What follows belongs to an exercise in optimizing a design on an open flow for small area; a production flow would make more cautious choices. Where RTL was checked, it was by simulation tests only, not by an equivalence proof against the original. Power is estimated from default activity; no workload was simulated.

==> cedar: inputs <==
==> flow/design.v <==
`timescale 1ns / 1ps
module FIFO(
	input wire clk,
	input wire rst,
	input wire W_en,
	input wire R_en,
	input  wire [7:0] W_data,
	output wire [7:0] R_data,
	output reg Empty,
	output reg Full
);
	reg [127:0] mem;
	reg [4:0] c;
	always @(posedge clk)
		if (W_en) mem <= {mem[119:0], W_data};
	wire [3:0] idx = ~c[3:0];
	assign R_data = mem[idx*8 +: 8];
	always @(posedge clk or negedge rst) begin
		if (rst == 1'b0) begin
			c <= 5'd0;
			Empty <= 1'b0;
			Full <= 1'b0;
		end else begin
			Empty <= ~c[4];
			Full <= c[4] & (c[3:0] == 4'd0);
			if (W_en & ~R_en) c <= c - 5'd1;
			else if (R_en & ~W_en) c <= c + 5'd1;
		end
	end
endmodule
==> flow/run.sh <==
#!/bin/bash
# synth_recipe.tcl (not shown) runs the flow's synth.tcl, then flattens the netlist and writes it again
# the make line also repeats each setting of config.mk as NAME=value (left out here)
make -C /OpenROAD-flow-scripts/flow DESIGN_CONFIG=/design/flow/config.mk WORK_HOME=/design/flow/orfs CLKGATE_MAP_FILE= SYNTH_SCRIPT=/design/flow/synth_recipe.tcl finish
==> flow/config.mk <==
export PLATFORM = sky130hd
export DESIGN_NAME = FIFO
export DESIGN_NICKNAME = FIFO
export VERILOG_FILES = /design/flow/design.v
export SDC_FILE = /design/flow/constraint.sdc
export NUM_CORES = 4
export LEC_CHECK = 0
export CAP_MARGIN = 20
export CORE_MARGIN = 2
export CORE_UTILIZATION = 40
export CTS_BUF_LIST = sky130_fd_sc_hd__clkbuf_8
export CTS_CLUSTER_DIAMETER = 200
export CTS_CLUSTER_SIZE = 50
export SLEW_MARGIN = 20
==> flow/constraint.sdc <==
create_clock -name core_clock -period 6.0 [get_ports {clk}]
set_input_delay 1.2000 -clock core_clock [delete_from_list [all_inputs] [get_ports {clk}]]
set_output_delay 1.2000 -clock core_clock [all_outputs]
set_load 0.01 [all_outputs]
==> maple (differences from cedar) <==
Settings changed: CTS_BUF_LIST sky130_fd_sc_hd__clkbuf_8 to sky130_fd_sc_hd__clkbuf_4, CTS_CLUSTER_DIAMETER 200 to 100, CTS_CLUSTER_SIZE 50 to 30.
==> quartz (differences from cedar) <==
==> flow/design.v (replaced) <==
`timescale 1ns / 1ps
module FIFO(
	input wire clk,
	input wire rst,
	input wire W_en,
	input wire R_en,
	input  wire [7:0] W_data,
	output wire [7:0] R_data,
	output reg Empty,
	output reg Full
);
	reg [127:0] mem;
	reg [4:0] c;
	always @(posedge clk)
		if (W_en) mem <= {mem[119:0], W_data};
	wire [4:0] c_next;
	fifo_cnt u_cnt (.c(c), .W_en(W_en), .R_en(R_en), .c_next(c_next));
	wire [15:0] sel;
	fifo_sel16 u_sel (.c(c[3:0]), .sel(sel));
	genvar b, k;
	generate
		for (b = 0; b < 8; b = b + 1) begin : g_rd
			wire [15:0] d;
			for (k = 0; k < 16; k = k + 1) begin : g_d
				assign d[k] = mem[k*8 + b];
			end
			fifo_ao16 u_ao (.d(d), .s(sel), .y(R_data[b]));
		end
	endgenerate
	always @(posedge clk or negedge rst) begin
		if (rst == 1'b0) begin
			c <= 5'd0;
			Empty <= 1'b0;
			Full <= 1'b0;
		end else begin
			Empty <= ~c[4];
			Full <= c[4] & (c[3:0] == 4'd0);
			c <= c_next;
		end
	end
endmodule
module fifo_cnt(
	input wire [4:0] c,
	input wire W_en,
	input wire R_en,
	output wire [4:0] c_next
);
	wire [4:0] t;
	assign t[0] = W_en ^ R_en;
	genvar i;
	generate
		for (i = 1; i < 5; i = i + 1) begin : g_t
			assign t[i] = t[i-1] & ~(c[i-1] ^ R_en);
		end
	endgenerate
	assign c_next = c ^ t;
endmodule
module fifo_sel16(
	input wire [3:0] c,
	output wire [15:0] sel
);
	wire [3:0] nl, nh;
	fifo_pre4 u_lo (.c(c[1:0]), .n(nl));
	fifo_pre4 u_hi (.c(c[3:2]), .n(nh));
	genvar k;
	generate
		for (k = 0; k < 16; k = k + 1) begin : g_s
			assign sel[k] = ~(nl[k % 4] | nh[k / 4]);
		end
	endgenerate
endmodule
module fifo_pre4(
	input wire [1:0] c,
	output wire [3:0] n
);
	genvar k;
	generate
		for (k = 0; k < 4; k = k + 1) begin : g_n
			assign n[k] = ~(c == ~k[1:0]);
		end
	endgenerate
endmodule
module fifo_ao16(
	input wire [15:0] d,
	input wire [15:0] s,
	output wire y
);
	wire [4:0] n;
	genvar g;
	generate
		for (g = 0; g < 5; g = g + 1) begin : g_aoi
			fifo_aoi222 u_aoi (.a(d[3*g +: 3]), .b(s[3*g +: 3]), .y(n[g]));
		end
	endgenerate
	assign y = ~(&n) | (d[15] & s[15]);
endmodule
module fifo_aoi222(
	input wire [2:0] a,
	input wire [2:0] b,
	output wire y
);
	assign y = ~|(a & b);
endmodule
Settings changed: CTS_BUF_LIST sky130_fd_sc_hd__clkbuf_8 to sky130_fd_sc_hd__clkbuf_16, CTS_CLUSTER_DIAMETER 200 to 500, CTS_CLUSTER_SIZE 50 to 100, SYNTH_HIERARCHICAL from default to 1.
==> notes.md <==
item	quartz	cedar	maple
Run status	timing/DRC/antenna clean	timing/DRC/antenna clean	timing/DRC/antenna clean
Critical path arrival	2.83 ns	2.97 ns	3.07 ns
Pre-Repair DR Iteration Count	7	4	4
Final worst-path cycle share	67.2%	69.5%	71.2%
Power consumption	2.72 mW	2.56 mW	2.44 mW
Global Route met3 Usage	4.84%	3.54%	4.70%
Die outline area	12,900 um^2	13,900 um^2	13,900 um^2
DR vias	2,553	2,315	2,300
Rel. slew slack	31.0%	36.5%	37.4%
DP Cell Count	412	419	419
Ant diodes	0	0	1
Post-synth top area share	79.9%	73.8%	73.8%
RR Startpoint	c[1]	c[1]	c[1]
Hold EP	mem[74]	mem[93]	mem[19]
Slew @ Worst Pin	1.04 ns	0.953 ns	0.939 ns
Detailed-routing wirelength on met1	4090 um	4050 um	4060 um
Non-CTS buffers	23	24	24
The RTL of quartz was laid out without a check of its function.

* * *

==> inputs of run C <==
RTL: one of the versions met above, not the one the previous note started from.
==> flow/design.v (excerpt) <==
module FIFO(
	input wire clk,
	input wire rst,
	input wire W_en,
	input wire R_en,
	input  wire [7:0] W_data,
	output wire [7:0] R_data,
	output reg Empty,
	output reg Full
);
	reg [127:0] mem;
	reg [4:0] c;
	always @(posedge clk)
		if (W_en) mem <= {mem[119:0], W_data};
	wire [4:0] c_next;
	fifo_cnt u_cnt (.c(c), .W_en(W_en), .R_en(R_en), .c_next(c_next));
	wire [15:0] sel;
	fifo_sel16 u_sel (.c(c[3:0]), .sel(sel));
	genvar b, k;
	generate
		for (b = 0; b < 8; b = b + 1) begin : g_rd
			wire [15:0] d;
			for (k = 0; k < 16; k = k + 1) begin : g_d
				assign d[k] = mem[k*8 + b];
			end
			fifo_ao16 u_ao (.d(d), .s(sel), .y(R_data[b]));
		end
	endgenerate
	always @(posedge clk or negedge rst) begin
		if (rst == 1'b0) begin
			c <= 5'd0;
			Empty <= 1'b0;
			Full <= 1'b0;
		end else begin
			Empty <= ~c[4];
			Full <= c[4] & (c[3:0] == 4'd0);
			c <= c_next;
		end
	end
endmodule
export LEC_CHECK = 0
export CAP_MARGIN = 20
export CORE_MARGIN = 2
export CORE_UTILIZATION = 40
export CTS_BUF_LIST = sky130_fd_sc_hd__clkbuf_16
export CTS_CLUSTER_DIAMETER = 500
export CTS_CLUSTER_SIZE = 100
export SLEW_MARGIN = 20
export SYNTH_HIERARCHICAL = 1
create_clock -name core_clock -period 6.0 [get_ports {clk}]
standard.sh (not shown) runs the stock make flow with config.mk's settings and CLKGATE_MAP_FILE= SYNTH_SCRIPT=/design/flow/synth_recipe.tcl, a recipe that flattens the netlist after the stock synthesis.
==> flow/flow/run.sh <==
#!/bin/bash
# Probe: run the standard layout unchanged, logging to standard.log.
bash standard.sh > standard.log 2>&1
==> run H: changes against run C <==
==> flow/flow/run.sh (replaced) <==
#!/bin/bash
# The standard layout with three changes:
#  - port buffers are the smallest buffer (buf_1) instead of the default pick;
#  - clock tree from small clock buffers (clkbuf_4), without dummy loads;
# Each tool's output goes to the ORFS logs and to standard.log here.
set -euo pipefail
bash standard.sh \
  BUFFER_PORTS_ARGS="-buffer_cell sky130_fd_sc_hd__buf_1" \
  CTS_ARGS="-sink_clustering_enable -repair_clock_nets -buf_list sky130_fd_sc_hd__clkbuf_4 -dont_use_dummy_load" \
  finish > standard.log 2>&1
==> flow/config.mk (replaced) <==
export PLATFORM = sky130hd
export DESIGN_NAME = FIFO
export DESIGN_NICKNAME = FIFO
export VERILOG_FILES = /design/flow/design.v
export SDC_FILE = /design/flow/constraint.sdc
export NUM_CORES = 4
export LEC_CHECK = 0
export CAP_MARGIN = 20
export CORE_MARGIN = 2
export CORE_UTILIZATION = 70
export SLEW_MARGIN = 20
export SYNTH_HIERARCHICAL = 1
==> run B: changes against run C <==
==> flow/run.sh (new file) <==
#!/bin/bash
# synth_recipe.tcl (not shown) runs the flow's synth.tcl, then flattens the netlist and writes it again
# the make line also repeats each setting of config.mk as NAME=value (left out here)
make -C /OpenROAD-flow-scripts/flow DESIGN_CONFIG=/design/flow/config.mk WORK_HOME=/design/flow/orfs CLKGATE_MAP_FILE= SYNTH_SCRIPT=/design/flow/synth_recipe.tcl finish
==> flow/config.mk (replaced) <==
export PLATFORM = sky130hd
export DESIGN_NAME = FIFO
export DESIGN_NICKNAME = FIFO
export VERILOG_FILES = /design/flow/design.v
export SDC_FILE = /design/flow/constraint.sdc
export NUM_CORES = 4
export LEC_CHECK = 0
export CAP_MARGIN = 20
export CORE_MARGIN = 2
export CORE_UTILIZATION = 85
export CTS_BUF_LIST = sky130_fd_sc_hd__clkbuf_4
export PLACE_DENSITY = 0.9
export SLEW_MARGIN = 20
export SYNTH_HIERARCHICAL = 1
removed: flow/flow/run.sh
removed: flow/standard.sh
==> notes.md <==
stage where the run ended detailed placement (3_5_place_dp); post-synth top area cell edfxtp_1; # rows 27; status aborted with a tool error; hpwl dp between 8000 and 9000 µm; stop err [ERROR DPL-0033] detailed placement checks failed during check placement.; GPL Wtd Cong 0.923; DIE WIDTH just under 80 µm
That was run B.
==> notes.md <==
status finished clean; Req. time, crit path 4.80 ns; post-synth top area cell edfxtp_1; Hold Startpoint mem[112]; internal power between 1 and 1.5 mW; hpwl dp around 5300 µm; GPL Wtd Cong between 0.7 and 0.8; top cell type's share of synthesized area 79.9%; DIE WIDTH 86.9 µm; Longest Clk Path Bufs 2
That was run H.
==> notes.md <==
status finished clean; DIE WIDTH between 100 and 150 µm; post-synth top area cell edfxtp_1; P_comb slightly below 0.6 mW; GPL Wtd Cong 0.814; Synth Area in Adders 0%; RR Endpoint c[3]; hpwl dp 5430 µm; # rows 40; Synth Area in Compound Gates 8.68%
That was run C.
Function was not checked in any run of this note: the RTL went through the layout flow alone.

[separate check: timing with driven ports]
In the flow no input, the clock included, has a driving cell. The finished layouts below were timed again as built, in two steps. Step 1 sets driving cells, clkbuf_16 on the clock port and buf_2 on the other inputs (assumed; they add their load-dependent delay and slew). Step 2 also shifts input and output timing later by t, the mid clock arrival at the registers, as if the neighbouring blocks saw the same clock. Slacks: ideal ports / drivers / drivers and shift; pairs: ideal ports / drivers.
run	t (ns)	slack for setup (ns)	hold slack, ns	clock arrival spread, ns	worst data-port slew with drivers (ns)
cedar	0.445	1.830 / 1.800 / 2.245	0.444 / 0.444 / 0.444	0.012 / 0.012	0.03
maple	0.522	1.730 / 1.699 / 2.220	0.448 / 0.448 / 0.448	0.013 / 0.013	0.03
quartz	0.442	1.971 / 1.936 / 2.377	0.448 / 0.448 / 0.448	0.006 / 0.007	0.03
run C	0.442	1.971 / 1.936 / 2.377	0.448 / 0.448 / 0.448	0.006 / 0.007	0.03
run H	0.500	2.140 / 2.111 / 2.612	0.439 / 0.439 / 0.439	0.039 / 0.039	0.03
After both steps setup and hold are still met in every run listed.
